From an optimization exercise on the open Yosys and OpenROAD flow, aimed at small area; shortcuts taken in it are not production practice. RTL that was checked went through simulation tests only; none was proved equivalent to the original. Function not checked in run 2: the RTL went through the layout flow alone. The clock cells of runs 5 to 7 come from the design's own scripts or RTL, not from TritonCTS. The clock input has no modelled driver; a real chip could not lean on it and would need a root buffer or a full tree. Power figures rest on the tool's default switching activity, not on a simulated workload.

[constraint.sdc]
create_clock -name core_clock -period 5.0 [get_ports {clk}]
set_input_delay 1.0000 -clock core_clock [delete_from_list [all_inputs] [get_ports {clk}]]
set_output_delay 1.0000 -clock core_clock [all_outputs]
set_load 0.01 [all_outputs]
[config.mk]
export PLATFORM = sky130hd
export DESIGN_NAME = digital_clock
export DESIGN_NICKNAME = digital_clock
export VERILOG_FILES = /design/flow/design.v
export SDC_FILE = /design/flow/constraint.sdc
export NUM_CORES = 4
export LEC_CHECK = 0
export CAP_MARGIN = 20
export CORE_MARGIN = 2
export CORE_UTILIZATION = 40
export SLEW_MARGIN = 20
[design.v]
`timescale 1ns / 1ps
module digital_clock(
    output reg [7:0] seg_out,
    output reg [3:0] seg_digit,
    input clk,
    input reset
    );
	reg [1:0] state;
	integer state_count;
	reg state_sel;
    parameter s0 = 2'b00;
    parameter s1 = 2'b01;
    parameter s2 = 2'b10;
    parameter s3 = 2'b11;
	parameter SEC_LIMIT = 99;
	parameter SCAN_LIMIT = 20;
	integer count;
	integer sec;
	integer min01;
	integer min10;
	integer hour01;
	integer hour10;
	integer mode;
	 always@(posedge clk , negedge reset)begin
			if(!reset)begin
				state_count <= 0;
				state_sel <= 0;
			end
			else begin
				if (state_count <SCAN_LIMIT)begin
					state_count <= state_count + 1 ;
					state_sel <= 0;
				end
				else begin
					state_count <= 0;
					state_sel <= 1;
				end
			end
  end
    always@(posedge clk, negedge reset)
    begin
        if(!reset)
            state <= s0;
        else if(state_sel)
            state <= state + 2'b01;
    end
	always@(posedge clk, negedge reset)begin
        if(!reset)begin
            count<=0;
			sec <= 0;
			min01<=0;
			min10<=0;
			hour01<=0;	
			hour10<=0;
        end
        else begin
            if(count < SEC_LIMIT)
				count <= count +1;
			else begin
				count <= 0;
                if(sec < 59)
					sec <= sec +1;
                else begin
					sec <= 0;
					min01 <= min01 +1 ;
				end
            end
			if(min01 > 9)begin
				min01 <= 0;
				min10 <= min10 + 1;
			end
			else
				;
			if(min10 > 5)begin
				min10 <= 0;
				hour01 <= hour01 +1;
			end
			else
				;
			if(hour01 > 3 && hour10 == 2)begin
				hour01 <= 0;
				hour10 <= 0;
			end
			else if(hour01 > 9) begin
				hour01 <= 0;
				hour10 <= hour10 + 1;
			end	
			else
				;
		end
	end
	always@(posedge clk, negedge reset)begin
		if(!reset)begin
            seg_out <= 8'b1111_1100;
            seg_digit <= 4'b1110;
            mode <= 0;
        end
		else begin
			case(state)
			s0:begin
				seg_digit <= 4'b1110;
				mode <= min01;
			end
			s1:begin
				seg_digit <= 4'b1101;
				mode <= min10;
			end
			s2:begin
				seg_digit <= 4'b1011;
				mode <= hour01;
			end
			s3:begin
				seg_digit <= 4'b0111;
				mode <= hour10;
			end
			endcase
			case(mode)
			0:seg_out[7:0] <= 8'b1111_1100;
			1:seg_out[7:0] <= 8'b0110_0000;
			2:seg_out[7:0] <= 8'b1101_1010;
			3:seg_out[7:0] <= 8'b1111_0010;
			4:seg_out[7:0] <= 8'b0110_0110;
			5:seg_out[7:0] <= 8'b1011_0110;
			6:seg_out[7:0] <= 8'b1011_1110;
			7:seg_out[7:0] <= 8'b1110_0000;
			8:seg_out[7:0] <= 8'b1111_1110;
			9:seg_out[7:0] <= 8'b1110_0110;
			default : seg_out[7:0] <= 8'b1111_1100;
			endcase
		end
	end
endmodule
[run.sh]
#!/bin/bash
# synth_recipe.tcl (not shown) runs the flow's synth.tcl, then flattens the netlist and writes it again
# the make line also repeats each setting of config.mk as NAME=value (left out here)
make -C /OpenROAD-flow-scripts/flow DESIGN_CONFIG=/design/flow/config.mk WORK_HOME=/design/flow/orfs CLKGATE_MAP_FILE= SYNTH_SCRIPT=/design/flow/synth_recipe.tcl finish
==> qor.txt, run 1 <==
outcome - complete, no violations
initial antenna violation count - 0
final count of negative-setup-slack endpoints - 0
Int Power - 3.45 mW
Post-Synth Adder-Cell Area - 2.03%
Tightest Pin Transition - 0.991 ns
Gate power share - 1.0%
die height - 197 um
I/O Buffers - 12
largest family of logic cells by synthesized area - simple AND/OR/NAND/NOR gates
final hold vios - 0
cts bufs inserted - 31
grt ovf - 0
Syn-to-layout area delta - 9.49%
CTS Sinks - 270
asr flop ratio synth - 100%
Net Switching - 999 uW
All-Layer GR Usage - 20.1%
DIE WIDTH - 197 um
H-tree Lvls - 1
worst reg2reg path startpoint - count[0]$_DFF_PN0_
CTS Buffer Depth - 3
Startpoint Class - register
Max-Cap Viols - 0
cts-stage hold buffer count - 0
Primary FF master, synth - dfrtp_1
global placer's final weighted congestion - 0.904
CTS tree - yes
Die ar. - 38,600 um2
Vias - 12,200
mux contribution to synthesized area - 1.83%
Detailed Route WL - 38.6 mm
Period Utilization, post-route - 59.5%
synth top area cells - dfrtp_1 (44%), xnor2_1 (4.0%), a21oi_1 (3.8%)
clock transition at the registers of the reported paths - 0.06 ns
Fin Clk Skew - 0.0241 ns
share of the synthesized area in the top cell type - 44.1%
initial drt markers - 1,228
Relative slew margins - 33.4%
Synth Area in Simple Gates - 25.6%
syn_area_per_cell - 9.53 um2
RSZ-0062 raised after global routing - false
pre-CTS setup slack - 2.03 ns
worst-skew pair later-pin latency - 0.59 ns
number of synthesized register bits - 270
fmax - 0.336 GHz
Post-Syn Area - 14,800 um2
path type of the worst min-delay path - in2async
Fillers - 3,474
Critical Path AT - 3.45 ns
WP data required - 5.48 ns
largest net degree at the start of global routing - 103
most used cell, CP - nor4_1
cell area after layout - 16,200 um2
leading area contributor after synthesis - dfrtp_1
CTS Root Cell - clkbuf_16
first-pass GRT wire length - 63.2 mm
Finished Layout Cells - 2,017
slowest CP cell - o31ai_4
DRT Pass-1 Iters - 10
critical-path cell list - ha_1 > nor4_1 > o211ai_2 > o31ai_4 > buf_4 > nor4_1 > o21a_1
Yosys warning count - 1
cell count after synthesis - 1,555
WS Path Type - reg2reg
CTS-repair resized insts - 0
drc violations - 0
worst r2r path cells - 7
r2r setup slk - 2.03 ns
Post-CTS Setup Bufs - 0
Final Net Count - 1,550
Sum Neg Setup Slack - 0 ns
Worst Setup End Kind - register
vias in the first global route - 11,700
WL/cell - 19.1 um
Vias per Instance - 6.07
proportion of layout cells with a drive suffix above 1 - 7.88%
max-slew violations - 0
cell area after placement - 15,200 um2
PD cells - 274 nW/um2
Tot Pwr - 4.44 mW
syn nets - 1,581
Post-synth EDFFs - 0
CORE AREA - 36,500 um2
DPL Wire Length - 26.4 mm
DRT antenna net count - 0
R2R Path End - min01[29]$_DFFE_PN0P_
sequential element share of the synthesized area - 45.6%
Initial Util - 40.6%
Top Ports - 14
fin crit period - 2.97 ns
xor-xnor portion of the synthesized cell area - 5.85%
Reg power frac - 49.2%
Placed Cells - 1,958
switch share - 22.5%
Clk network pwr share - 49.8%
maximum vdd drop - 0.288 mV
# rows - 70
Worst Setup Slack, final - 2.03 ns
Inserted Diodes - 0
utilization after layout - 44.4%
Hold Slack - 0.426 ns
critical path fanouts, max - 30
Largest stage delay, worst path - 0.81 ns
Synth Area in Compound Gates - 14.2%
leakage - 6.70 nW
post-synth cell types - 74
worst max-delay path, delay by kind of cell (launching register included):
kind,cells,cell delay [ns]
AND/OR/NAND/NOR,2,0.54
AO/OA/AOI/OAI,3,1.24
flip-flops,1,0.41
adder cells (fa/ha/maj),1,0.25
buffers and inverters,1,0.42
how the worst max path moves through the flow:
stage	startpoint	endpoint
after global placement	count[0]$_DFF_PN0_	min01[29]$_DFFE_PN0P_
after detailed placement	count[0]$_DFF_PN0_	min01[29]$_DFFE_PN0P_
after CTS	count[0]$_DFF_PN0_	sec[8]$_DFFE_PN0N_
after global routing	count[0]$_DFF_PN0_	min01[30]$_DFFE_PN0P_
final	count[0]$_DFF_PN0_	min01[29]$_DFFE_PN0P_
after floorplan	count[0]$_DFF_PN0_	min01[29]$_DFFE_PN0P_
placed cells by master, fill, tap and decap left out, drive strengths merged, types with 9 or more instances in the layout:
cell           Yosys  layout
ha                24      24
nand4             68      68
or3               44      44
a21oi            116     116
nand2             99      99
and3              32      32
a31o              10      10
xnor2             68      68
nor3              40      40
inv               60      62
nor4              88      88
and2              15      15
nor2             114     114
mux2i             26      26
xor2              31      31
o21ai             47      47
a222oi            32      32
clkbuf            47      42
buf               46      18
clkdlybuf4s50      0      11
and4              28      28
dfstp              9       9
nand3             80      80
o31ai             51      51
or4               45      45
clkinv             0      12
dfrtp            261     261
layout make-up:
class / instances / area, um2 / share of cell area (%)
tap: 468 / 586 / 3.61
sequential: 270 / 6770 / 41.7
clock inverter: 16 / 126 / 0.779
timing repair buffer: 29 / 285 / 1.76
inverter: 60 / 225 / 1.39
multi-input combinational: 1132 / 7380 / 45.5
clock buffer: 42 / 857 / 5.28
power groups by stage:
stage               clock [mW]  sequential, mW  combinational (mW)
global route              2.36            2.18              0.0558
floorplan                    0            2.23            0.000908
finish                    2.21            2.19              0.0463
CTS                       2.28            2.19              0.0509
detailed placement           0            2.23              0.0506
global placement             0            2.23              0.0505
per-layer routing:
metal | up-vias | track usage [%] | routed length (um)
met5 | - | 0 | 0
met4 | 0 | 8.14 | 1420
met3 | 88 | 2.99 | 2290
met2 | 350 | 31.5 | 17500
met1 | 6018 | 28.0 | 17400
li1 | 5780 | - | -
state kept, by name, indices dropped and copies added (netlist names):
signal and cells:
state 2, count 32, min01 32, sec 32, mode 32, state_count 32, hour01 32, seg_out 7
hour10 32, seg_digit 4, min10 32, state_sel 1
Yosys cell counts (3+ instances only):
cell type  count
dfrtp_1      261
a31oi_1        6
nor3_1        37
nor2b_1        6
nor4_1        82
nor2_1       114
dfstp_2        9
o2111ai_1      7
nand4_1       65
nand2_1       99
or4_1         45
buf_6          9
a222oi_1      32
a21oi_1      114
and4_1        28
buf_4         11
o31a_1         4
buf_2         22
nand3b_1       3
mux2i_1       26
clkbuf_1      47
inv_1         59
a21o_1         3
a211oi_1       4
o21ai_0       35
o211ai_1       3
xor2_1        31
ha_1          24
a31o_2        10
and3_1        32
o41ai_1        3
buf_1          4
o21ai_1       12
o21a_1         3
xnor2_1       68
o31ai_1       48
nor4_2         3
nand2b_1       5
nor4_4         3
and2_1        15
nand3_1       79
or3_1         44
kinds of logic (layout without fill, tap and decap cells):
family | Yosys count | after routing
AOI/OAI and AO/OA | 306 | 306
xor gates and xnor gates | 99 | 99
adders and majority gates | 24 | 24
buffers and inverters | 153 | 147
DFF | 270 | 270
muxes | 27 | 27
other | 1 | 1
and+or+nand+nor | 675 | 675
==> inputs of run 2 (changes only) <==
==> design.v (replaced) <==
`timescale 1ns / 1ps
module digital_clock(
    output [7:0] seg_out,
    output [3:0] seg_digit,
    input clk,
    input reset
    );
	reg [6:0] cnt;
	reg [4:0] scnt;
	reg [1:0] sel;       
	reg [5:0] sec;
	reg [3:0] min01;
	reg [2:0] min10;
	reg [3:0] hour01;
	reg [1:0] hour10;
	wire tick  = (cnt == 7'd101);
	wire stick = scnt[4] & scnt[2] & scnt[1] & scnt[0];    
	wire mtick = tick & (sec == 6'd59);
	always @(posedge clk, negedge reset) begin
		if (!reset) begin
			cnt <= 0;
			scnt <= 0;
			sel <= 0;
			sec <= 0;
			min01 <= 0;
			min10 <= 0;
			hour01 <= 0;
			hour10 <= 0;
		end else begin
			cnt <= tick ? 7'd2 : cnt + 7'd1;
			scnt <= stick ? 5'd3 : scnt + 5'd1;
			sel <= sel + {1'b0, stick};
			if (tick)
				sec <= (sec == 6'd59) ? 6'd0 : sec + 6'd1;
			if (mtick)
				min01 <= min01 + 4'd1;
			if (min01[3] & min01[1]) begin           
				min01 <= 0;
				min10 <= min10 + 3'd1;
			end
			if (min10[2] & min10[1]) begin           
				min10 <= 0;
				hour01 <= hour01 + 4'd1;
			end
			if (hour01[2] & hour10[1]) begin         
				hour01 <= 0;
				hour10 <= 0;
			end else if (hour01[3] & hour01[1]) begin   
				hour01 <= 0;
				hour10 <= hour10 + 2'd1;
			end
		end
	end
	wire [1:0] dsel = sel + {1'b0, stick};
	assign seg_digit = ~(4'b0001 << dsel);
	reg [3:0] mode;
	always @(*) begin
		case (sel)
			2'd0: mode = min01;
			2'd1: mode = {1'b0, min10};
			2'd2: mode = hour01;
			default: mode = {2'b00, hour10};
		endcase
	end
	reg [7:0] seg;
	always @(*) begin
		case (mode)
			4'd1: seg = 8'b0110_0000;
			4'd2: seg = 8'b1101_1010;
			4'd3: seg = 8'b1111_0010;
			4'd4: seg = 8'b0110_0110;
			4'd5: seg = 8'b1011_0110;
			4'd6: seg = 8'b1011_1110;
			4'd7: seg = 8'b1110_0000;
			4'd8: seg = 8'b1111_1110;
			4'd9: seg = 8'b1110_0110;
			default: seg = 8'b1111_1100;
		endcase
	end
	assign seg_out = seg;
endmodule
==> run 2 against run 1 <==
Still clean on timing, DRC and antenna. Final cell count decreased by 87%. Clock power down 88%. Fmax shrank 16%. Core utilization grew 4.2 points. Sequential power is 88% lower. Global-route usage decreased by 5.1 points. Critical path type is now reg2out. Highest routed layer unchanged.
==> qor.txt, run 2 <==
outcome - complete, no violations
CTS Sinks - 33
cell area after placement - 2030 um2
synth top area cells - dfrtp_1 (44%), ha_1 (9.4%), nand2_1 (4.2%)
max-slew violations - 0
CTS tree - yes
DPL Wire Length - 2.49 mm
Worst Setup End Kind - output pin
Top Ports - 14
number of synthesized register bits - 33
Period Utilization, post-route - 70.9%
path type of the worst min-delay path - reg2reg
Post-CTS Setup Bufs - 0
H-tree Lvls - 2
CTS-repair resized insts - 0
CP delay by family, top - multiplexers
cts-stage hold buffer count - 0
DRT antenna net count - 0
commonest cells in the netlist - dfrtp_1 (33), nand2_1 (21), ha_1 (14), nand3_1 (14), nor2_1 (13)
DRT Pass-1 Iters - 4
syn_area_per_cell - 9.84 um2
largest register by flop count - cnt
sequential element share of the synthesized area - 44.4%
Sum Neg Setup Slack - 0 ns
fmax - 0.282 GHz
worst-skew pair later-pin latency - 0.29 ns
Post-Syn Area - 1860 um2
die height - 72.2 um
Buf+Inv Stages, Crit Path - 1
Die ar. - 5210 um2
Fin Clk Skew - 0.00820 ns
Synth Area in Simple Gates - 21.1%
Final Net Count - 221
Post-Synth Adder-Cell Area - 9.41%
I/O Buffers - 12
cell with the most instances after synthesis - dfrtp_1
RSZ-0062 raised after global routing - false
asr flop ratio synth - 100%
# rows - 24
commonest non-fill, non-tap cells in the layout - dfrtp_1 (33), nand2_1 (21), nand3_1 (14), ha_1 (14), nor2_1 (13)
Inserted Diodes - 0
slowest CP cell - mux4_2
biggest regs - cnt (7), sec (6), scnt (5)
initial drt markers - 54
final count of negative-setup-slack endpoints - 0
WL/cell - 13.0 um
initial antenna violation count - 0
syn nets - 205
drc violations - 0
Post-synth EDFFs - 0
Vias - 1,369
Synth Area in Compound Gates - 10.5%
maximum vdd drop - 0.162 mV
proportion of layout cells with a drive suffix above 1 - 10.2%
cts bufs inserted - 5
Largest stage delay, worst path - 0.60 ns
CTS Buffer Depth - 2
grt ovf - 0
Vias per Instance - 5.31
Syn-to-layout area delta - 15.4%
critical path fanouts, max - 8
Initial Util - 42.1%
leakage - 1.03 nW
first-pass GRT wire length - 6.07 mm
leading area contributor after synthesis - dfrtp_1
utilization after layout - 48.6%
PD cells - 248 nW/um2
largest family of logic cells by synthesized area - simple AND/OR/NAND/NOR gates
largest net degree at the start of global routing - 34
xor-xnor portion of the synthesized cell area - 5.18%
most common cell after layout, fill and taps aside - dfrtp_1
final hold vios - 0
share of the synthesized area in the top cell type - 44.4%
Detailed Route WL - 3.36 mm
WP data required - 4.00 ns
mux contribution to synthesized area - 5.78%
clock transition at the registers of the reported paths - 0.07 ns
vias in the first global route - 1,374
CTS Root Cell - clkbuf_8
Primary FF master, synth - dfrtp_1
WS Path Type - reg2out
Yosys warning count - 1
cell count after synthesis - 189
global placer's final weighted congestion - 0.791
max reg flops - 7
DIE WIDTH - 72.2 um
fin crit period - 3.54 ns
Startpoint Class - register
post-synth cell types - 39
All-Layer GR Usage - 15.0%
Max-Cap Viols - 0
critical-path cell list - mux4_2 > ha_1 > mux2_2 > nand2_1 > clkdlybuf4s50_1
Critical Path AT - 2.54 ns
cell area after layout - 2150 um2
CORE AREA - 4410 um2
-- run 2: cell count changes in the layout (fill, tap and decap cells not counted), moves of 65 or more --
cell,delta
a21oi_1,-104
nor4_1,-82
nand3_1,-65
xnor2_1,-65
dfrtp_1,-228
nor2_1,-99
nand2_1,-78
-- run 2: final timing paths --
check                                 startpoint                    to  slack [ns]  cells after the start
worst min-delay path            cnt[4]$_DFF_PN0_      cnt[4]$_DFF_PN0_        0.50                      1
worst max-delay path            sel[1]$_DFF_PN0_            seg_out[7]        1.46                      5
max in group asynchronous                  reset  min10[1]$_DFFE_PN0P_        3.59                      2
worst max register to register  cnt[1]$_DFF_PN0_  min01[2]$_DFFE_PN0P_        3.41                      6
min in group asynchronous                  reset    sec[1]$_DFFE_PN0N_        1.11                      2
worst min register to register  cnt[4]$_DFF_PN0_      cnt[4]$_DFF_PN0_        0.50                      1
-- run 2: routing by layer --
metal,track usage [%],routed length [um],up-vias
met5,0,0,-
met1,18.2,1560,656
li1,-,-,687
met4,7.34,77,0
met3,3.75,106,8
met2,24.7,1620,18
-- run 2: where the power goes --
group | internal, mW | switching (mW)
Combinational | 0.00119 | 0.00528
Sequential | 0.267 | 0
Clock | 0.162 | 0.0968
Total | 0.431 | 0.102
-- run 2: worst register-to-register path: stages, from the launching register on --
cell and delay [ns]:
dfrtp_1 0.41, inv_1 0.07, ha_1 0.13, and4b_2 0.29, nand4_4 0.14, or3_1 0.34
a21oi_1 0.14
-- run 2: metrics by stage --
stage / hold slack, ns / worst slack (ns) / std cells / total power [mW]
4_1_cts: 0.511 / 1.44 / 258 / 0.541
6_report: 0.499 / 1.46 / 258 / 0.533
3_3_place_gp: 0.489 / 1.83 / 250 / 0.279
5_1_grt: 0.529 / 1.33 / 258 / 0.552
3_5_place_dp: 0.500 / 1.77 / 250 / 0.279
2_1_floorplan: 0.453 / 2.38 / 189 / 0.273
-- run 2: layout make-up --
type | count | area (um2)
repair buffers | 13 | 128
inverters | 11 | 41.3
clock inverters | 1 | 30.0
clock buffers | 7 | 86.3
fillers | 400 | 2270
flip-flops and latches | 33 | 826
well taps | 52 | 65.1
multi-input cells | 141 | 971
-- run 2: logic make-up (layout without fill, tap and decap cells) --
family | Yosys count | count (layout)
buffers and inverters | 15 | 32
other | 1 | 1
xor gates and xnor gates | 11 | 11
DFF | 33 | 33
muxes | 8 | 8
AOI/OAI and AO/OA | 33 | 33
and+or+nand+nor | 74 | 74
adders and majority gates | 14 | 14
==> inputs of run 3 (changes only) <==
--- a/design.v
+++ b/design.v
@@ -5,33 +5,28 @@
     input clk,
     input reset
     );
-	reg [6:0] cnt;
-	reg [4:0] scnt;
-	reg [1:0] sel;       
-	reg [5:0] sec;
-	reg [3:0] min01;
-	reg [2:0] min10;
-	reg [3:0] hour01;
-	reg [1:0] hour10;
-	wire tick  = (cnt == 7'd101);
-	wire stick = scnt[4] & scnt[2] & scnt[1] & scnt[0];    
-	wire mtick = tick & (sec == 6'd59);
+	reg [12:0] tim;      
+	reg [4:0]  scn;      
+	reg [1:0]  sel;      
+	reg [3:0]  min01;
+	reg [2:0]  min10;
+	reg [3:0]  hour01;
+	reg [1:0]  hour10;
+	wire mtick = (tim[12:1] == 12'b110100011010);
+	wire stick = (scn[4:1] == 4'b0101);
 	always @(posedge clk, negedge reset) begin
 		if (!reset) begin
-			cnt <= 0;
-			scnt <= 0;
+			tim <= 13'b0010100011010;
+			scn <= 5'b10110;
 			sel <= 0;
-			sec <= 0;
 			min01 <= 0;
 			min10 <= 0;
 			hour01 <= 0;
 			hour10 <= 0;
 		end else begin
-			cnt <= tick ? 7'd2 : cnt + 7'd1;
-			scnt <= stick ? 5'd3 : scnt + 5'd1;
+			tim <= {tim[11:0], ~(tim[12] ^ tim[11]) ^ mtick};
+			scn <= {scn[3:0], ~(scn[4] ^ scn[2]) ^ stick};
 			sel <= sel + {1'b0, stick};
-			if (tick)
-				sec <= (sec == 6'd59) ? 6'd0 : sec + 6'd1;
 			if (mtick)
 				min01 <= min01 + 4'd1;
 			if (min01[3] & min01[1]) begin           
==> run 3 against run 2 <==
Still clean. Worst hold slack got worse by 0.14 ns. Sequential share of layout area increased by 7.3 points. Sequential power is essentially flat. Highest routed layer unchanged.
==> qor.txt, run 3 <==
biggest regs - tim (13), scn (5)
Primary FF master, synth - dfrtp_1
CORE AREA - 3690 um2
fin crit period - 3.59 ns
path type of the worst min-delay path - reg2reg
asr flop ratio synth - 100%
drc violations - 0
Clk network pwr share - 47.8%
Worst Setup End Kind - output pin
clock transition at the registers of the reported paths - 0.07 ns
global placer's final weighted congestion - 0.775
WS Path Type - reg2out
Period Utilization, post-route - 71.8%
cts-stage hold buffer count - 0
post-synth cell types - 38
RSZ-0062 raised after global routing - false
syn_area_per_cell - 12.0 um2
die height - 66.4 um
PD cells - 287 nW/um2
worst reg2reg path startpoint - scn[1]$_DFF_PN1_
sequential element share of the synthesized area - 53.7%
r2r setup slk - 3.64 ns
metal3 WL - 112 um
Yosys warning count - 1
Die ar. - 4400 um2
fmax - 0.279 GHz
initial drt markers - 17
Int Power - 417 uW
critical path fanouts, max - 7
Syn-to-layout area delta - 17.4%
syn nets - 143
Fin Clk Skew - 0.00436 ns
worst-skew pair later-pin latency - 0.28 ns
WL/cell - 13.2 um
Fillers - 356
Reg power frac - 51.0%
cts bufs inserted - 5
DRT antenna net count - 0
vias in the first global route - 995
Detailed Route WL - 2.57 mm
Vias per Instance - 5.04
initial antenna violation count - 0
cell with the most instances after synthesis - dfrtp_1
Initial Util - 42.2%
Inserted Diodes - 0
HP Start - tim[0]$_DFF_PN0_
synth top area cells - dfrtp_1 (40%), dfstp_2 (14%), ha_1 (8.8%)
Max-Cap Viols - 0
commonest non-fill, non-tap cells in the layout - dfrtp_1 (25), nand2_1 (12), clkdlybuf4s50_1 (12), ha_1 (11), dfstp_2 (8)
DPL Wire Length - 1.77 mm
outcome - complete, no violations
Post-synth EDFFs - 0
H-tree Lvls - 2
WP data required - 4.00 ns
share of the synthesized area in the top cell type - 40.2%
proportion of layout cells with a drive suffix above 1 - 17.1%
cell count after synthesis - 130
Hold EP - tim[1]$_DFF_PN1_
Post-Syn Area - 1560 um2
leading area contributor after synthesis - dfrtp_1
Critical Path AT - 2.59 ns
number of synthesized register bits - 33
first-pass GRT wire length - 4.47 mm
switch share - 20.3%
CTS Root Cell - clkbuf_8
worst hold stages - 0
max-slew violations - 0
Tot Pwr - 524 uW
final hold vios - 0
I/O Buffers - 12
Gate power share - 1.2%
M1 wire length - 1.23 mm
Post-CTS Setup Bufs - 0
largest net degree at the start of global routing - 34
leakage - 0.808 nW
Highest Signal Layer - met4
worst r2r path cells - 4
cell area after layout - 1830 um2
largest register by flop count - tim
All-Layer GR Usage - 14.1%
DRT Pass-1 Iters - 2
max reg flops - 13
Top Ports - 14
maximum vdd drop - 0.168 mV
commonest cells in the netlist - dfrtp_1 (25), nand2_1 (12), ha_1 (11), dfstp_2 (8), a21oi_1 (7)
Net Switching - 106 uW
Vias - 977
R2R Path End - sel[1]$_DFF_PN0_
grt ovf - 0
final count of negative-setup-slack endpoints - 0
cell area after placement - 1710 um2
metal2 WL - 1.19 mm
CTS Sinks - 33
Sum Neg Setup Slack - 0 ns
CTS tree - yes
CTS Buffer Depth - 2
most common cell after layout, fill and taps aside - dfrtp_1
# rows - 22
Startpoint Class - register
Final Net Count - 158
DIE WIDTH - 66.4 um
CTS-repair resized insts - 0
-- run 3: changes by cell type in the layout (fill, tap and decap cells not counted), moves of 8 or more --
cell,before,now
dfrtp_1,33,25
dfstp_2,0,8
nand2_1,21,12
nand3_1,14,6
nor2_1,13,5
o21ai_0,12,3
-- run 3: how the worst max path moves through the flow --
stage,start,endpoint,slack (ns),cells after the start
floorplan,sel[0]$_DFF_PN0_,seg_out[2],2.29,4
global placement,sel[1]$_DFF_PN0_,seg_out[7],1.78,5
detailed placement,sel[0]$_DFF_PN0_,seg_out[3],1.71,6
CTS,sel[0]$_DFF_PN0_,seg_out[3],1.38,6
global route,sel[0]$_DFF_PN0_,seg_out[2],1.26,6
finish,sel[0]$_DFF_PN0_,seg_out[3],1.41,6
-- run 3: cell type report --
cell class                      count  area (um2)  share of cell area (%)
Inverter                            5        18.8                    1.03
Sequential cell                    33         836                    45.8
Clock buffer                        5        68.8                    3.77
Tap cell                           48        60.1                    3.29
Clock inverter                      3        46.3                    2.54
Timing Repair Buffer               13         128                    6.99
Multi-Input combinational cell     87         668                    36.6
-- run 3: logic make-up after synthesis --
family | count (synthesis) | synth area share, %
XOR/XNOR | 7 | 3.94
flip-flops | 33 | 53.7
other | 1 | 0.241
adder cells (fa/ha/maj) | 11 | 8.85
AND/OR/NAND/NOR | 41 | 14.3
buffers and inverters | 10 | 3.30
AO/OA/AOI/OAI | 18 | 7.80
multiplexers | 9 | 7.80
-- run 3: stage by stage --
| step | cells | setup WS [ns] | utilization [%] | hold slack (ns) |
|---|---|---|---|---|
| 5_1_grt | 194 | 1.26 | 49.5 | 0.372 |
| 4_1_cts | 194 | 1.38 | 49.5 | 0.363 |
| 2_1_floorplan | 130 | 2.29 | - | 0.333 |
| 3_5_place_dp | 186 | 1.71 | 46.4 | 0.348 |
| 3_3_place_gp | 186 | 1.78 | 46.4 | 0.337 |
| 6_report | 194 | 1.41 | 49.5 | 0.357 |
-- run 3: routing by layer --
layer	vias to the layer above	global-route usage (%)
met2	18	21.6
met4	0	7.65
met3	5	4.60
li1	480	-
met1	474	17.5
met5	-	0
-- run 3: worst max-delay path, stage by stage (launching register included) --
cell	delay, ns
dfrtp_1	0.49
mux4_1	0.69
inv_1	0.15
ha_1	0.20
mux2i_1	0.09
o22a_2	0.20
clkdlybuf4s50_1	0.47
-- run 3: power by group through the flow --
stage	Clock [mW]	Combinational (mW)	Sequential, mW
after floorplan	0	0.000906	0.272
after global placement	0	0.00651	0.272
after detailed placement	0	0.00689	0.272
after CTS	0.258	0.00694	0.267
after global routing	0.273	0.00775	0.267
final	0.250	0.00636	0.267
==> inputs of run 4 (changes only) <==
==> flow/run.sh (new file) <==
#!/bin/bash
# Own layout flow: the standard flow, except
#  - synthesis maps the logic with an area-oriented ABC script and no adder
#    cells (registers are checked to match the standard synthesis),
#  - ports are buffered with the smallest buffer,
#  - clock tree synthesis uses small clock buffers and no dummy loads.
set -euo pipefail
W=$(pwd)
F=$W/flow
R=$W/orfs/results/$FLOW_PLATFORM/digital_clock/base

# 1. the standard synthesis, for its register names
bash standard.sh synth > std_synth.log 2>&1
cp $R/1_2_yosys.v std_netlist.v

# 2. our synthesis
export OWN_ABC_SCRIPT=$F/abc_area.script
make -C $FLOW_HOME DESIGN_CONFIG=$FLOW_CONFIG WORK_HOME=$W/orfs_own CLKGATE_MAP_FILE= \
  SYNTH_SCRIPT=$F/own_synth.tcl ADDER_MAP_FILE= synth > own_synth.log 2>&1
cp $W/orfs_own/results/$FLOW_PLATFORM/digital_clock/base/1_2_yosys.v own_netlist.v
if python3 $F/regs.py std_netlist.v own_netlist.v > regs.log 2>&1; then
  cp own_netlist.v $R/1_2_yosys.v
  touch $R/1_2_yosys.v
else
  echo "registers differ; keeping the standard netlist" >> regs.log
fi

# 3. the rest of the standard flow
export BUFFER_PORTS_ARGS="-buffer_cell sky130_fd_sc_hd__buf_1"
export CTS_ARGS="-sink_clustering_enable -repair_clock_nets -dont_use_dummy_load -buf_list {sky130_fd_sc_hd__clkbuf_2 sky130_fd_sc_hd__clkbuf_4 sky130_fd_sc_hd__clkbuf_8}"
bash standard.sh finish > finish.log 2>&1
==> flow/abc_area.script (new file) <==
strash
&get -n
&deepsyn -T 10
&put
dch -f
map -a
==> flow/own_synth.tcl (new file) <==
# The standard flow's synthesis script (synth_recipe.tcl) with one change: the final ABC
# mapping uses the area-oriented script in this folder (OWN_ABC_SCRIPT).
proc synth {args} { yosys synth -nofsm -noshare {*}$args }
proc abc {args} {
  set i [lsearch -exact $args -script]
  if { $i >= 0 } {
    set args [lreplace $args [expr { $i + 1 }] [expr { $i + 1 }] $::env(OWN_ABC_SCRIPT)]
  }
  yosys abc {*}$args
}
source $::env(SCRIPTS_DIR)/synth.tcl
# left out here: clear keep_hierarchy, flatten, clean up, hide names made inside functions, write 1_2_yosys.v
==> flow/regs.py (new file) <==
# regs.py std.v own.v: exit 0 when both netlists hold the same registers
# (same instance names, same cell type up to drive strength)
import re, sys
def regs(path):
    out = {}
    for cell, name in re.findall(r'^\s*(sky130_fd_sc_hd__\w+)\s+(\S+)\s*\(', open(path).read(), re.M):
        base = re.sub(r'_\d+$', '', cell.replace('sky130_fd_sc_hd__', ''))
        if base.startswith(('df', 'edf', 'sdf', 'sedf', 'dl')):
            out[name] = base
    return out
a, b = regs(sys.argv[1]), regs(sys.argv[2])
print(len(a), 'registers in the standard netlist,', len(b), 'in ours')
sys.exit(0 if a == b and a else 1)
==> standard.sh (new file) <==
#!/bin/bash
# synth_recipe.tcl (not shown) runs the flow's synth.tcl, then flattens the netlist and writes it again
# the make line also repeats each setting of config.mk as NAME=value (left out here)
make -C /OpenROAD-flow-scripts/flow DESIGN_CONFIG=/design/flow/config.mk WORK_HOME=/design/flow/orfs CLKGATE_MAP_FILE= SYNTH_SCRIPT=/design/flow/synth_recipe.tcl "${@:-finish}"
removed: run.sh
==> run 4 against run 3 <==
Critical path depth is 3 higher. Clock power is 53% lower. Wire length is 9.4% lower. Non-clock buffer count is 1 lower. Sequential power hardly changed. First-iteration DRC count is 53% higher. Register-to-register slack worse by 0.53 ns. Setup slack better by 0.11 ns. Clock skew is 0.012 ns higher. Die area is 13% lower. Largest power group unchanged.
==> qor.txt, run 4 <==
most used cell, CP - clkinv_1
Tot Pwr - 390 uW
Relative slew margins - 49.6%
pre-CTS setup slack - 1.88 ns
R2R Path End - min01[3]$_DFFE_PN0P_
DPL Wire Length - 1.75 mm
largest register by flop count - tim
Largest stage delay, worst path - 0.44 ns
cts-stage hold buffer count - 0
Inserted Diodes - 0
Period Utilization, post-route - 69.5%
Fin Clk Skew - 0.0166 ns
Final Net Count - 162
H-tree Lvls - 2
WL/cell - 11.4 um
DRT Pass-1 Iters - 4
CP delay by family, top - compound AO/OA/AOI/OAI gates
footprint of the multi-input gates - 403 um2
CTS-repair resized insts - 0
WS Path Type - reg2out
Vias - 979
max-slew violations - 0
RSZ-0062 raised after global routing - false
worst reg2reg path startpoint - tim[4]$_DFF_PN1_
cell count after synthesis - 142
commonest non-fill, non-tap cells in the layout - clkinv_1 (26), dfrtp_1 (25), nor2_1 (22), nand2_1 (15), buf_1 (11)
critical path fanouts, max - 6
Critical Path AT - 2.47 ns
Post-CTS Setup Bufs - 0
Top Ports - 14
PD cells - 264 nW/um2
max reg flops - 13
outcome - complete, no violations
Tightest Pin Transition - 0.756 ns
Worst Setup End Kind - output pin
HP Start - scn[0]$_DFF_PN0_
critical-path cell list - nor2_1 > clkinv_1 > o221ai_1 > o21ai_0 > clkinv_1 > nand2_1 > a22oi_1 > nand3b_1 > buf_1
fin crit period - 3.47 ns
leakage - 0.588 nW
CTS Buffer Depth - 2
Startpoint Class - register
cts bufs inserted - 5
Yosys warning count - 1
syn nets - 144
Initial Util - 40.9%
drc violations - 0
switch share - 19.6%
syn_area_per_cell - 9.46 um2
largest net degree at the start of global routing - 34
worst-skew pair later-pin latency - 0.32 ns
Sum Neg Setup Slack - 0 ns
Max-Cap Viols - 0
CTS tree - yes
grt ovf - 0
Reg area - 836 um2
maximum vdd drop - 0.160 mV
Buf+Inv Stages, Crit Path - 3
global placer's final weighted congestion - 0.758
initial antenna violation count - 0
most common cell after layout, fill and taps aside - clkinv_1
initial drt markers - 26
Gate power share - 1.3%
Detailed Route WL - 2.33 mm
Int Power - 314 uW
All-Layer GR Usage - 14.4%
Hold EP - scn[1]$_DFF_PN1_
Syn-to-layout area delta - 9.96%
Clk network pwr share - 30.3%
r2r setup slk - 3.11 ns
path type of the worst min-delay path - reg2reg
proportion of layout cells with a drive suffix above 1 - 9.49%
first-pass GRT wire length - 3.82 mm
fmax - 0.288 GHz
Post-Syn Area - 1340 um2
I/O Buffers - 12
CORE AREA - 3280 um2
vias in the first global route - 932
Die ar. - 3840 um2
worst r2r path cells - 8
slowest CP cell - dfrtp_1
CTS Root Cell - clkbuf_4
Fillers - 323
Worst Setup Slack, final - 1.53 ns
biggest regs - tim (13), scn (5)
clock transition at the registers of the reported paths - 0.09 ns
Reg power frac - 68.4%
Net Switching - 76.3 uW
final count of negative-setup-slack endpoints - 0
WP data required - 4.00 ns
# rows - 21
final hold vios - 0
die height - 62.0 um
Vias per Instance - 4.80
worst hold stages - 0
CTS Sinks - 33
DRT antenna net count - 0
DIE WIDTH - 62.0 um
==> run 4: how the worst max path moves through the flow <==
stage,startpoint,end,slack [ns],cells past startpoint
2_1_floorplan,sel[0]$_DFF_PN0_,seg_out[3],2.06,9
3_3_place_gp,sel[0]$_DFF_PN0_,seg_out[3],2.07,9
3_5_place_dp,sel[0]$_DFF_PN0_,seg_out[7],1.88,9
4_1_cts,sel[0]$_DFF_PN0_,seg_out[7],1.54,9
5_1_grt,sel[0]$_DFF_PN0_,seg_out[7],1.27,9
6_report,sel[0]$_DFF_PN0_,seg_out[7],1.53,9
==> run 4: power groups by stage <==
stage / clock network (mW) / registers [mW] / logic [mW]
2_1_floorplan: 0 / 0.272 / 0.000906
3_3_place_gp: 0 / 0.272 / 0.00561
3_5_place_dp: 0 / 0.272 / 0.00569
4_1_cts: 0.126 / 0.267 / 0.00563
5_1_grt: 0.140 / 0.267 / 0.00653
6_report: 0.118 / 0.267 / 0.00519
==> run 4: layout make-up <==
class                           count  share of cell area (%)
Inverter                           26                    6.60
Sequential cell                    33                    56.6
Multi-Input combinational cell     82                    27.3
Tap cell                           46                    3.89
Timing Repair Buffer               12                    3.13
Clock buffer                        5                    2.54
==> run 4: through the flow <==
stage / std cells / util (%) / hold WS (ns) / cell area [um2]
2_1_floorplan: 142 / - / 0.333 / 1340
3_3_place_gp: 199 / 43.8 / 0.338 / 1440
3_5_place_dp: 199 / 43.8 / 0.338 / 1440
4_1_cts: 204 / 45.0 / 0.370 / 1480
5_1_grt: 204 / 45.0 / 0.376 / 1480
6_report: 204 / 45.0 / 0.366 / 1480
==> run 4: metal layers <==
layer  GRT usage [%]  routed length (um)
met1            16.3                1050
met2            23.7                1180
met3            4.97                  63
met4            8.21                  38
met5               0                   0
==> inputs of run 5 (changes only) <==
==> design.v (replaced) <==
`timescale 1ns / 1ps
module digital_clock(
    output [7:0] seg_out,
    output [3:0] seg_digit,
    input clk,
    input reset
    );
	reg [2:0]  pre;      
	reg [2:0]  sev;      
	reg [10:0] tim;      
	reg [1:0]  sel;      
	reg [3:0]  min01;
	reg [2:0]  min10;
	reg [3:0]  hour01;
	reg [1:0]  hour10;
	wire tend = ~tim[10] & tim[9] & tim[8] & (tim[6:0] == 7'd0);
	wire mtick = tend & pre[1] & pre[0];           
	wire stick = pre[2] & pre[1] & sev[1] & sev[0];   
	wire c1 = min01[3] & min01[1];
	wire c2 = min10[2] & min10[1];
	wire c3 = hour01[3] & hour01[1];
	always @(posedge clk, negedge reset) begin
		if (!reset) begin
			pre <= 3'b000;
			sev <= 3'b000;
			tim <= 11'b00110000000;
			sel <= 0;
			min01 <= 0;
			min10 <= 0;
			hour01 <= 0;
			hour10 <= 0;
		end else begin
			pre <= {pre[1:0], ~pre[0] | pre[2]};
			sev <= {sev[1:0], ~(sev[2] ^ sev[1])};
			tim <= {tim[9:0], ~(tim[10] ^ tim[8]) ^ tend};
			sel <= {sel[1] ^ (sel[0] & stick), sel[0] ^ stick};
			min01[0] <= min01[0] ^ mtick;
			min01[1] <= (min01[1] & ~min01[3]) ^ (mtick & min01[0]);
			min01[2] <= min01[2] ^ (mtick & min01[0] & min01[1]);
			min01[3] <= (min01[3] & ~min01[1]) | (mtick & min01[0] & min01[1] & min01[2]);
			min10[0] <= min10[0] ^ c1;
			min10[1] <= (min10[1] & ~min10[2]) ^ (c1 & min10[0]);
			min10[2] <= (min10[2] & ~min10[1]) | (c1 & min10[0] & min10[1]);
			hour01[0] <= hour01[0] ^ c2;
			hour01[1] <= (hour01[1] & ~hour01[3]) ^ (c2 & hour01[0]);
			hour01[2] <= (hour01[2] & ~hour10[1]) ^ (c2 & hour01[0] & hour01[1]);
			hour01[3] <= (hour01[3] & ~hour01[1]) | (c2 & hour01[0] & hour01[1] & hour01[2]);
			hour10[0] <= hour10[0] ^ c3;
			hour10[1] <= (hour10[1] & ~hour01[2]) | (hour10[0] & c3);
		end
	end
	wire [1:0] dsel = {sel[1] ^ (sel[0] & stick), sel[0] ^ stick};
	assign seg_digit = ~(4'b0001 << dsel);
	wire [3:0] x;
	assign x[3] = ~sel[0] & (sel[1] ? hour01[3] : min01[3]);
	assign x[2] = sel[1] ? (~sel[0] & hour01[2]) : (sel[0] ? min10[2] : min01[2]);
	assign x[1] = sel[1] ? (sel[0] ? hour10[1] : hour01[1]) : (sel[0] ? min10[1] : min01[1]);
	assign x[0] = sel[1] ? (sel[0] ? hour10[0] : hour01[0]) : (sel[0] ? min10[0] : min01[0]);
	assign seg_out[7] = x[3] | x[1] | ~(x[2] ^ x[0]);
	assign seg_out[6] = ~(x[2] & (x[1] ^ x[0]));
	assign seg_out[5] = x[3] | x[2] | ~x[1] | x[0];
	assign seg_out[4] = ~((~x[1] & (x[2] ^ x[0])) | (x[2] & x[1] & x[0]));
	assign seg_out[3] = ~x[0] & (~x[2] | x[1]);
	assign seg_out[2] = ~((~x[3] & ~x[2] & (x[1] | x[0])) | (x[1] & x[0]));
	assign seg_out[1] = ~((~x[3] & ~x[2] & ~x[1]) | (x[2] & x[1] & x[0]) | (x[3] & x[1]));
	assign seg_out[0] = 1'b0;
endmodule
--- a/flow/run.sh
+++ b/flow/run.sh
@@ -27,5 +27,9 @@
 
 # 3. the rest of the standard flow
 export BUFFER_PORTS_ARGS="-buffer_cell sky130_fd_sc_hd__buf_1"
-export CTS_ARGS="-sink_clustering_enable -repair_clock_nets -dont_use_dummy_load -buf_list {sky130_fd_sc_hd__clkbuf_2 sky130_fd_sc_hd__clkbuf_4 sky130_fd_sc_hd__clkbuf_8}"
+CTS_DEFAULT="-sink_clustering_enable -repair_clock_nets -dont_use_dummy_load -buf_list {sky130_fd_sc_hd__clkbuf_2 sky130_fd_sc_hd__clkbuf_4 sky130_fd_sc_hd__clkbuf_8}"
+export CTS_ARGS="${OWN_CTS_ARGS:-$CTS_DEFAULT}"
+export OWN_CLK_BUF=${OWN_CLK_BUF:-sky130_fd_sc_hd__clkbuf_16}
+export OWN_CLK_NBUF=${OWN_CLK_NBUF:-1}
+export POST_CTS_TCL=$F/post_cts.tcl
 bash standard.sh finish > finish.log 2>&1
==> flow/abc_area.script (replaced) <==
strash
&get -n
&deepsyn -T 10
&put
&get -n
&dch -f
&nf -R 1000 -a
&put
strash
&get -n
&dch -f
&nf -R 1000 -a
&put
==> flow/post_cts.tcl (new file) <==
# POST_CTS_TCL hook: replace the clock tree that CTS built (a root buffer and
# four leaf buffers) with OWN_CLK_NBUF clock buffers of type OWN_CLK_BUF, each
# driven by the clock port and driving one group of registers (k-means on the
# register locations), placed at its group's centre; then re-legalise.
set block [ord::get_db_block]
set db [ord::get_db]
set clk_net [$block findNet clk]
set nbuf $::env(OWN_CLK_NBUF)
set tree {}
foreach inst [$block getInsts] {
  if { [string match "clkbuf_*" [$inst getName]] } {
    lappend tree $inst
  }
}
# register clock pins and their locations
set pins {}
foreach inst [$block getInsts] {
  if { ![[$inst getMaster] isSequential] } { continue }
  set it [$inst findITerm CLK]
  if { $it == "NULL" } { continue }
  set loc [$inst getLocation]
  lappend pins [list $it [lindex $loc 0] [lindex $loc 1]]
}
# k-means, seeded from the pins sorted by x
set sorted [lsort -integer -index 1 $pins]
set np [llength $sorted]
set cx {}
set cy {}
for { set k 0 } { $k < $nbuf } { incr k } {
  set p [lindex $sorted [expr { int(($k + 0.5) * $np / $nbuf) }]]
  lappend cx [lindex $p 1]
  lappend cy [lindex $p 2]
}
for { set iter 0 } { $iter < 20 } { incr iter } {
  set sx [lrepeat $nbuf 0.0]
  set sy [lrepeat $nbuf 0.0]
  set sn [lrepeat $nbuf 0]
  set assign {}
  foreach p $sorted {
    set best 0
    set bd 1e30
    for { set k 0 } { $k < $nbuf } { incr k } {
      set dx [expr { [lindex $p 1] - [lindex $cx $k] }]
      set dy [expr { [lindex $p 2] - [lindex $cy $k] }]
      set d [expr { abs($dx) + abs($dy) }]
      if { $d < $bd } { set bd $d; set best $k }
    }
    lappend assign $best
    lset sx $best [expr { [lindex $sx $best] + [lindex $p 1] }]
    lset sy $best [expr { [lindex $sy $best] + [lindex $p 2] }]
    lset sn $best [expr { [lindex $sn $best] + 1 }]
  }
  for { set k 0 } { $k < $nbuf } { incr k } {
    if { [lindex $sn $k] > 0 } {
      lset cx $k [expr { [lindex $sx $k] / [lindex $sn $k] }]
      lset cy $k [expr { [lindex $sy $k] / [lindex $sn $k] }]
    }
  }
}
# remove the CTS tree
foreach inst $tree {
  foreach it [$inst getITerms] {
    set net [$it getNet]
    if { $net != "NULL" && [$net getName] != "clk" } {
      $it disconnect
      if { [llength [$net getITerms]] == 0 && [llength [$net getBTerms]] == 0 } {
        odb::dbNet_destroy $net
      }
    }
  }
  odb::dbInst_destroy $inst
}
# new buffers
set buf_master [$db findMaster $::env(OWN_CLK_BUF)]
set nets {}
for { set k 0 } { $k < $nbuf } { incr k } {
  set net [odb::dbNet_create $block "clknet_own_$k"]
  $net setSigType CLOCK
  set buf [odb::dbInst_create $block $buf_master "clkbuf_own_$k"]
  [$buf findITerm A] connect $clk_net
  [$buf findITerm X] connect $net
  $buf setLocation [expr { int([lindex $cx $k]) }] [expr { int([lindex $cy $k]) }]
  $buf setPlacementStatus PLACED
  lappend nets $net
}
foreach p $sorted k $assign {
  set it [lindex $p 0]
  $it disconnect
  $it connect [lindex $nets $k]
}
puts "post_cts: [llength $tree] tree buffers replaced by $nbuf $::env(OWN_CLK_BUF) driving $np clock pins"
detailed_placement
check_placement -verbose
estimate_parasitics -placement
==> run 5 against run 4 <==
Still clean on timing, DRC and antenna. Synthesized cell count down 27%. First-iteration DRC count down 15%. Critical path depth down 5. Critical endpoint unchanged. Highest routed layer unchanged.
==> qor.txt, run 5 <==
Net Switching - 65.3 uW
clock transition at the registers of the reported paths - 0.11 ns
initial drt markers - 22
Yosys warning count - 1
fin crit period - 2.91 ns
Final Net Count - 131
Post-synth EDFFs - 0
Inserted Diodes - 0
sequential element share of the synthesized area - 60.0%
Max-Cap Viols - 0
Critical Path AT - 1.91 ns
maximum vdd drop - 0.199 mV
cell area after layout - 1450 um2
asr flop ratio synth - 100%
CORE AREA - 3280 um2
max reg flops - 11
Int Power - 297 uW
die height - 61.9 um
final count of negative-setup-slack endpoints - 0
Vias - 718
Worst Setup End Kind - output pin
biggest regs - tim (11), hour01 (4), min01 (4)
final hold vios - 0
DPL Wire Length - 1.44 mm
vias in the first global route - 697
Post-Syn Area - 1340 um2
All-Layer GR Usage - 12.0%
WL/cell - 12.1 um
post-synth cell types - 29
synth top area cells - dfrtp_1 (56%), ha_1 (7.5%), xnor2_1 (4.6%)
global placer's final weighted congestion - 0.702
outcome - complete, no violations
largest net degree at the start of global routing - 33
Reg area - 803 um2
CTS Sinks - 32
most common cell after layout, fill and taps aside - dfrtp_1
Reg power frac - 71.5%
path type of the worst min-delay path - reg2reg
Vias per Instance - 4.46
Syn-to-layout area delta - 8.13%
Sum Neg Setup Slack - 0 ns
leading area contributor after synthesis - dfrtp_1
cell count after synthesis - 104
commonest cells in the netlist - dfrtp_1 (30), ha_1 (8), nand2_1 (7), nor2_1 (7), xnor2_1 (7)
cell with the most instances after synthesis - dfrtp_1
first-pass GRT wire length - 3.39 mm
Primary FF master, synth - dfrtp_1
largest register by flop count - tim
leakage - 0.688 nW
critical path fanouts, max - 6
proportion of layout cells with a drive suffix above 1 - 7.83%
Period Utilization, post-route - 58.1%
initial antenna violation count - 0
max-slew violations - 0
syn nets - 114
I/O Buffers - 12
# rows - 21
Initial Util - 40.8%
Die ar. - 3830 um2
share of the synthesized area in the top cell type - 56.1%
PD cells - 250 nW/um2
number of synthesized register bits - 32
RSZ-0062 raised after global routing - false
fmax - 0.344 GHz
DIE WIDTH - 61.9 um
footprint of the multi-input gates - 487 um2
Top Ports - 14
worst-skew pair later-pin latency - 0.17 ns
Gate power share - 1.6%
Fin Clk Skew - 0.00194 ns
switch share - 18.0%
WP data required - 4.00 ns
Detailed Route WL - 1.94 mm
grt ovf - 0
Startpoint Class - register
WS Path Type - reg2out
Fillers - 304
cell area after placement - 1420 um2
Clk network pwr share - 26.9%
DRT Pass-1 Iters - 4
syn_area_per_cell - 12.9 um2
DRT antenna net count - 0
drc violations - 0
commonest non-fill, non-tap cells in the layout - dfrtp_1 (30), buf_1 (12), ha_1 (8)
==> run 5: final timing paths <==
| path | start | endpoint | slack (ns) | cells after the start |
|---|---|---|---|---|
| min in group asynchronous | reset | tim[4]$_DFF_PN0_ | 0.82 | 2 |
| max | sel[0]$_DFF_PN0_ | seg_out[7] | 2.09 | 4 |
| max reg2reg | tim[8]$_DFF_PN1_ | min01[2]$_DFF_PN0_ | 3.24 | 6 |
| max in group asynchronous | reset | tim[7]$_DFF_PN1_ | 3.86 | 2 |
| min | tim[7]$_DFF_PN1_ | tim[8]$_DFF_PN1_ | 0.37 | 0 |
| min reg2reg | tim[7]$_DFF_PN1_ | tim[8]$_DFF_PN1_ | 0.37 | 0 |
==> run 5: kinds of logic (layout without fill, tap and decap cells) <==
| family | Yosys count | in the layout | synth area share (%) |
|---|---|---|---|
| compound gates | 6 | 6 | 3.27 |
| xor+xnor | 9 | 9 | 5.89 |
| fa+ha+maj | 8 | 8 | 7.48 |
| buf+inv | 9 | 20 | 3.64 |
| flops | 32 | 32 | 60.0 |
| mux | 6 | 6 | 6.45 |
| other cells | 1 | 1 | 0.280 |
| simple gates | 33 | 33 | 13.0 |
==> run 5: metal layers <==
metal / vias up / GRT usage, % / wire [um]
met5: - / 0 / 0
met4: 0 / 2.74 / 19
met3: 2 / 1.24 / 47
met2: 13 / 17.3 / 820
met1: 342 / 19.5 / 1060
li1: 361 / - / -
==> run 5: critical path, cell delays in order (launching register included) <==
cell and delay [ns]:
dfrtp_1 0.52, mux4_2 0.63, xnor2_1 0.15, or3_1 0.30, buf_1 0.13
==> run 5: power groups by stage <==
stage / clock network [mW] / registers, mW / logic, mW
final: 0.0975 / 0.259 / 0.00584
after global routing: 0.113 / 0.259 / 0.00716
after detailed placement: 0 / 0.264 / 0.00626
after global placement: 0 / 0.264 / 0.00593
after floorplan: 0 / 0.264 / 0.000906
==> run 5: metrics by stage <==
stage | utilization [%] | worst slack (ns) | std cells | power, mW | hold WS, ns
final | 44.1 | 2.09 | 161 | 0.362 | 0.368
after global routing | 44.1 | 1.93 | 161 | 0.379 | 0.380
after detailed placement | 43.3 | 2.31 | 160 | 0.270 | 0.356
after global placement | 43.3 | 2.36 | 160 | 0.270 | 0.346
after floorplan | - | 2.48 | 104 | 0.265 | 0.345
==> run 5: final cells by class <==
type / count / share of cell area [%]
Tap cell: 46 / 3.98
Inverter: 6 / 1.56
Multi-Input combinational cell: 63 / 33.6
Buffer: 1 / 1.73
Timing Repair Buffer: 13 / 3.63
Sequential cell: 32 / 55.5
==> inputs of run 6 (changes only) <==
--- a/config.mk
+++ b/config.mk
@@ -7,5 +7,6 @@
 export LEC_CHECK = 0
 export CAP_MARGIN = 20
 export CORE_MARGIN = 2
-export CORE_UTILIZATION = 40
+export CORE_UTILIZATION = 70
+export PLACE_DENSITY = 0.75
 export SLEW_MARGIN = 20
==> run 6 against run 5 <==
Sequential cell count did not move. Final cell count shrank 13%. Via count is 4.3% higher. Core utilization is 36 points higher. Clock skew is 0.00066 ns higher. Synthesized area unchanged. Power down 1.4%. Wire length fell by 6.7%. Critical endpoint unchanged.
==> qor.txt, run 6 <==
outcome - complete, no violations
Final Net Count - 131
worst-skew pair later-pin latency - 0.16 ns
DRT Pass-1 Iters - 4
Vias - 749
leakage - 0.688 nW
Inserted Diodes - 0
WS Path Type - reg2out
initial antenna violation count - 0
worst hold stages - 0
critical path fanouts, max - 6
fmax - 0.349 GHz
Post-synth EDFFs - 0
WL/cell - 12.9 um
Primary FF master, synth - dfrtp_1
Sum Neg Setup Slack - 0 ns
drc violations - 0
Top Ports - 14
first-pass GRT wire length - 2.92 mm
Initial Util - 75.9%
post-synth cell types - 29
clock transition at the registers of the reported paths - 0.10 ns
syn_area_per_cell - 12.9 um2
proportion of layout cells with a drive suffix above 1 - 7.83%
Fin Clk Skew - 0.00260 ns
die height - 47.7 um
Critical Path AT - 1.86 ns
largest net degree at the start of global routing - 33
fin crit period - 2.86 ns
cell area after placement - 1400 um2
path type of the worst min-delay path - reg2reg
DRT antenna net count - 0
CORE AREA - 1760 um2
Post-Syn Area - 1340 um2
cell count after synthesis - 104
asr flop ratio synth - 100%
syn nets - 114
initial drt markers - 6
leading area contributor after synthesis - dfrtp_1
max reg flops - 11
final hold vios - 0
number of synthesized register bits - 32
Max-Cap Viols - 0
global placer's final weighted congestion - 0.798
Die ar. - 2280 um2
DIE WIDTH - 47.7 um
Period Utilization, post-route - 57.2%
vias in the first global route - 619
max-slew violations - 0
most common cell after layout, fill and taps aside - dfrtp_1
largest register by flop count - tim
DPL Wire Length - 1.43 mm
Worst Setup End Kind - output pin
final count of negative-setup-slack endpoints - 0
Vias per Instance - 5.35
PD cells - 251 nW/um2
worst r2r path cells - 6
cell area after layout - 1420 um2
Detailed Route WL - 1.81 mm
Hold Slack - 0.364 ns
# rows - 15
CTS Sinks - 32
I/O Buffers - 12
WP data required - 4.00 ns
maximum vdd drop - 0.309 mV
Startpoint Class - register
share of the synthesized area in the top cell type - 56.1%
Syn-to-layout area delta - 6.17%
Yosys warning count - 1
commonest cells in the netlist - dfrtp_1 (30), ha_1 (8), nand2_1 (7), nor2_1 (7), xnor2_1 (7)
RSZ-0062 raised after global routing - false
sequential element share of the synthesized area - 60.0%
biggest regs - tim (11), hour01 (4), min01 (4)
commonest non-fill, non-tap cells in the layout - dfrtp_1 (30), buf_1 (12), ha_1 (8)
grt ovf - 0
synth top area cells - dfrtp_1 (56%), ha_1 (7.5%), xnor2_1 (4.6%)
All-Layer GR Usage - 18.6%
cell with the most instances after synthesis - dfrtp_1
-- run 6: cell counts in the layout (fill, tap and decap cells not counted) --
No cell type changed its count.
-- run 6: area by class of cell --
type / count / area, um2
tap: 25 / 31.3
sequential: 32 / 803
buffer: 1 / 25.0
fill: 97 / 343
timing repair buffer: 13 / 52.6
multi-input combinational: 63 / 487
inverter: 6 / 22.5
-- run 6: cells by family (layout without fill, tap and decap cells) --
| kind of cell | Yosys count | count (layout) | synth area share (%) |
|---|---|---|---|
| DFF | 32 | 32 | 60.0 |
| and+or+nand+nor | 33 | 33 | 13.0 |
| muxes | 6 | 6 | 6.45 |
| buffers and inverters | 9 | 20 | 3.64 |
| other | 1 | 1 | 0.280 |
| xor gates and xnor gates | 9 | 9 | 5.89 |
| adders and majority gates | 8 | 8 | 7.48 |
| AOI/OAI and AO/OA | 6 | 6 | 3.27 |
-- run 6: path summary, 6_finish.rpt --
| path | from | to | slack [ns] |
|---|---|---|---|
| worst max register to register | tim[8]$_DFF_PN1_ | min01[2]$_DFF_PN0_ | 3.13 |
| max in group asynchronous | reset | tim[8]$_DFF_PN1_ | 3.87 |
| worst max-delay path | sel[0]$_DFF_PN0_ | seg_out[7] | 2.14 |
| worst min-delay path | tim[7]$_DFF_PN1_ | tim[8]$_DFF_PN1_ | 0.36 |
| min in group asynchronous | reset | min01[3]$_DFF_PN0_ | 0.82 |
| worst min register to register | tim[7]$_DFF_PN1_ | tim[8]$_DFF_PN1_ | 0.36 |
-- run 6: where the power goes --
group	internal, mW	total [mW]	leakage (nW)	switching, mW
clock	0.0371	0.0928	0.0123	0.0557
combinational	0.000698	0.00553	0.274	0.00484
sequential	0.259	0.259	0.402	0
-- run 6: critical path, stage by stage (launching register included) --
cell	delay [ns]
dfrtp_1	0.49
mux4_2	0.62
xnor2_1	0.15
or3_1	0.31
buf_1	0.13
-- run 6: routing by layer --
metal | wire (um) | track usage (%)
met4 | 10 | 3.24
met5 | 0 | 0
met1 | 931 | 31.6
met3 | 42 | 2.26
met2 | 826 | 26.7
-- run 6: stage by stage --
stage / total power, mW / utilization (%) / setup WS, ns / instances
floorplan: 0.265 / - / 2.48 / 104
global placement: 0.270 / 79.1 / 2.37 / 139
detailed placement: 0.270 / 79.1 / 2.33 / 139
global route: 0.369 / 80.6 / 2.01 / 140
finish: 0.357 / 80.6 / 2.14 / 140
==> inputs of run 7 (changes only) <==
--- a/flow/run.sh
+++ b/flow/run.sh
@@ -29,7 +29,7 @@
 export BUFFER_PORTS_ARGS="-buffer_cell sky130_fd_sc_hd__buf_1"
 CTS_DEFAULT="-sink_clustering_enable -repair_clock_nets -dont_use_dummy_load -buf_list {sky130_fd_sc_hd__clkbuf_2 sky130_fd_sc_hd__clkbuf_4 sky130_fd_sc_hd__clkbuf_8}"
 export CTS_ARGS="${OWN_CTS_ARGS:-$CTS_DEFAULT}"
-export OWN_CLK_BUF=${OWN_CLK_BUF:-sky130_fd_sc_hd__clkbuf_16}
+export OWN_CLK_BUF=${OWN_CLK_BUF:-sky130_fd_sc_hd__buf_12}
 export OWN_CLK_NBUF=${OWN_CLK_NBUF:-1}
 export POST_CTS_TCL=$F/post_cts.tcl
 bash standard.sh finish > finish.log 2>&1
==> run 7 against run 6 <==
Still clean. Sequential power about the same. Combinational power is 3% higher. Worst hold slack barely moved. Largest cell class unchanged. Largest power group unchanged.
==> qor.txt, run 7 <==
r2r setup slk - 3.12 ns
critical path fanouts, max - 6
All-Layer GR Usage - 19.0%
Critical Path AT - 1.85 ns
number of synthesized register bits - 32
DRT antenna net count - 0
CORE AREA - 1760 um2
Worst Setup End Kind - output pin
syn nets - 114
xor-xnor portion of the synthesized cell area - 5.89%
Fin Clk Skew - 0.00255 ns
critical-path cell list - mux4_2 > xnor2_1 > or3_1 > buf_1
worst r2r path cells - 6
WL/cell - 13.3 um
cell with the most instances after synthesis - dfrtp_1
first-pass GRT wire length - 2.91 mm
most common cell after layout, fill and taps aside - dfrtp_1
commonest cells in the netlist - dfrtp_1 (30), ha_1 (8), nand2_1 (7), nor2_1 (7), xnor2_1 (7)
fmax - 0.351 GHz
pre-CTS setup slack - 2.33 ns
Hold EP - tim[8]$_DFF_PN1_
worst hold stages - 0
Startpoint Class - register
Largest stage delay, worst path - 0.62 ns
Detailed Route WL - 1.86 mm
Die ar. - 2280 um2
DIE WIDTH - 47.7 um
initial antenna violation count - 0
proportion of layout cells with a drive suffix above 1 - 7.83%
grt ovf - 0
post-synth cell types - 29
cell count after synthesis - 104
initial drt markers - 5
Synth Area in Simple Gates - 13.0%
RSZ-0062 raised after global routing - false
Period Utilization, post-route - 57.0%
largest family of logic cells by synthesized area - simple AND/OR/NAND/NOR gates
Vias per Instance - 5.34
largest register by flop count - tim
Post-Syn Area - 1340 um2
leading area contributor after synthesis - dfrtp_1
leakage - 0.685 nW
Sum Neg Setup Slack - 0 ns
max-slew violations - 0
final count of negative-setup-slack endpoints - 0
CTS Sinks - 32
syn_area_per_cell - 12.9 um2
Final Net Count - 131
Primary FF master, synth - dfrtp_1
global placer's final weighted congestion - 0.798
Yosys warning count - 1
Syn-to-layout area delta - 5.79%
Max-Cap Viols - 0
Tot Pwr - 353 uW
worst-skew pair later-pin latency - 0.14 ns
synth top area cells - dfrtp_1 (56%), ha_1 (7.5%), xnor2_1 (4.6%)
die height - 47.7 um
asr flop ratio synth - 100%
largest net degree at the start of global routing - 33
Inserted Diodes - 0
Post-synth EDFFs - 0
worst reg2reg path startpoint - tim[8]$_DFF_PN1_
biggest regs - tim (11), hour01 (4), min01 (4)
maximum vdd drop - 0.335 mV
clock transition at the registers of the reported paths - 0.11 ns
WS Path Type - reg2out
share of the synthesized area in the top cell type - 56.1%
vias in the first global route - 622
fin crit period - 2.85 ns
I/O Buffers - 12
HP Start - tim[7]$_DFF_PN1_
slowest CP cell - mux4_2
Post-Synth Adder-Cell Area - 7.48%
WP data required - 4.00 ns
final hold vios - 0
sequential element share of the synthesized area - 60.0%
Top Ports - 14
drc violations - 0
# rows - 15
Worst Setup Slack, final - 2.15 ns
PD cells - 249 nW/um2
outcome - complete, no violations
Synth Area in Compound Gates - 3.27%
R2R Path End - min01[2]$_DFF_PN0_
DPL Wire Length - 1.43 mm
Initial Util - 75.9%
DRT Pass-1 Iters - 4
Vias - 748
path type of the worst min-delay path - reg2reg
utilization after layout - 80.3%
max reg flops - 11
commonest non-fill, non-tap cells in the layout - dfrtp_1 (30), buf_1 (12), ha_1 (8)
mux contribution to synthesized area - 6.45%
run 7: cell counts after synthesis:
Identical to the previous run, type by type.
run 7: logic make-up (layout without fill, tap and decap cells):
family,count (synthesis),count (layout)
other,1,1
AO/OA/AOI/OAI,6,6
adder cells (fa/ha/maj),8,8
flip-flops,32,32
buffers and inverters,9,20
multiplexers,6,6
XOR/XNOR,9,9
AND/OR/NAND/NOR,33,33
run 7: metrics by stage:
step	std cells	hold slack [ns]	instance area [um2]
after floorplan	104	0.345	1340
after global placement	139	0.346	1400
after detailed placement	139	0.349	1400
after global routing	140	0.368	1420
final	140	0.364	1420
run 7: worst max path at each step:
stage	slack (ns)	to	depth (start not counted)	start
finish	2.15	seg_out[7]	4	sel[0]$_DFF_PN0_
detailed placement	2.33	seg_out[7]	4	sel[0]$_DFF_PN0_
global route	2.03	seg_out[2]	6	sel[0]$_DFF_PN0_
global placement	2.37	seg_out[7]	4	sel[0]$_DFF_PN0_
floorplan	2.48	seg_out[7]	4	sel[0]$_DFF_PN0_
run 7: critical path: cells and delay by family, from the launching register on:
family	cells	cell delay [ns]
flip-flops	1	0.49
XOR/XNOR	1	0.15
buffers and inverters	1	0.13
multiplexers	1	0.62
AND/OR/NAND/NOR	1	0.31
run 7: per-layer routing:
| layer | global-route usage, % | wire length, um | vias up |
|---|---|---|---|
| met3 | 2.26 | 37 | 2 |
| met4 | 4.86 | 21 | 0 |
| met1 | 31.2 | 938 | 369 |
| met2 | 27.5 | 862 | 8 |
| met5 | 0 | 0 | - |
| li1 | - | - | 369 |
run 7: cell type report:
type	instances	area, um2
plain buffers	1	20.0
fillers	99	348
inverters	6	22.5
multi-input cells	63	487
flip-flops and latches	32	803
well taps	25	31.3
repair buffers	13	52.6
run 7: report_power, final:
part,total [mW],internal [mW],switching (mW)
combinational,0.00567,0.000698,0.00497
sequential,0.259,0.259,0
clock,0.0885,0.0327,0.0558

## what the ideal ports hide
How much do the figures lean on ideal ports? The routed layouts below were timed once more, with nothing changed but the port constraints.
Step 1, drivers: a clkbuf_16 drives clk and a buf_2 each remaining input, both assumed.
Step 2 moves the port delays by t, midway between the first and last clock arrival at a register: inputs arrive t later, outputs are due t later. That takes back most of the time a late clock gives input paths.
Slacks: no drivers / after step 1 / after step 2; pairs: no drivers / after step 1.
run	t (ns)	slack for setup (ns)	worst data-port slew with drivers (ns)
run 1	0.636	2.027 / 2.027 / 2.027	0.05
run 2	0.307	1.456 / 1.430 / 1.737	0.03
run 3	0.307	1.411 / 1.385 / 1.692	0.03
run 4	0.330	1.525 / 1.503 / 1.833	0.03
run 5	0.194	2.093 / 2.066 / 2.260	0.03
run 6	0.190	2.138 / 2.110 / 2.300	0.03
run 7	0.167	2.150 / 2.119 / 2.286	0.03
After both steps setup and hold are still met in every run listed.
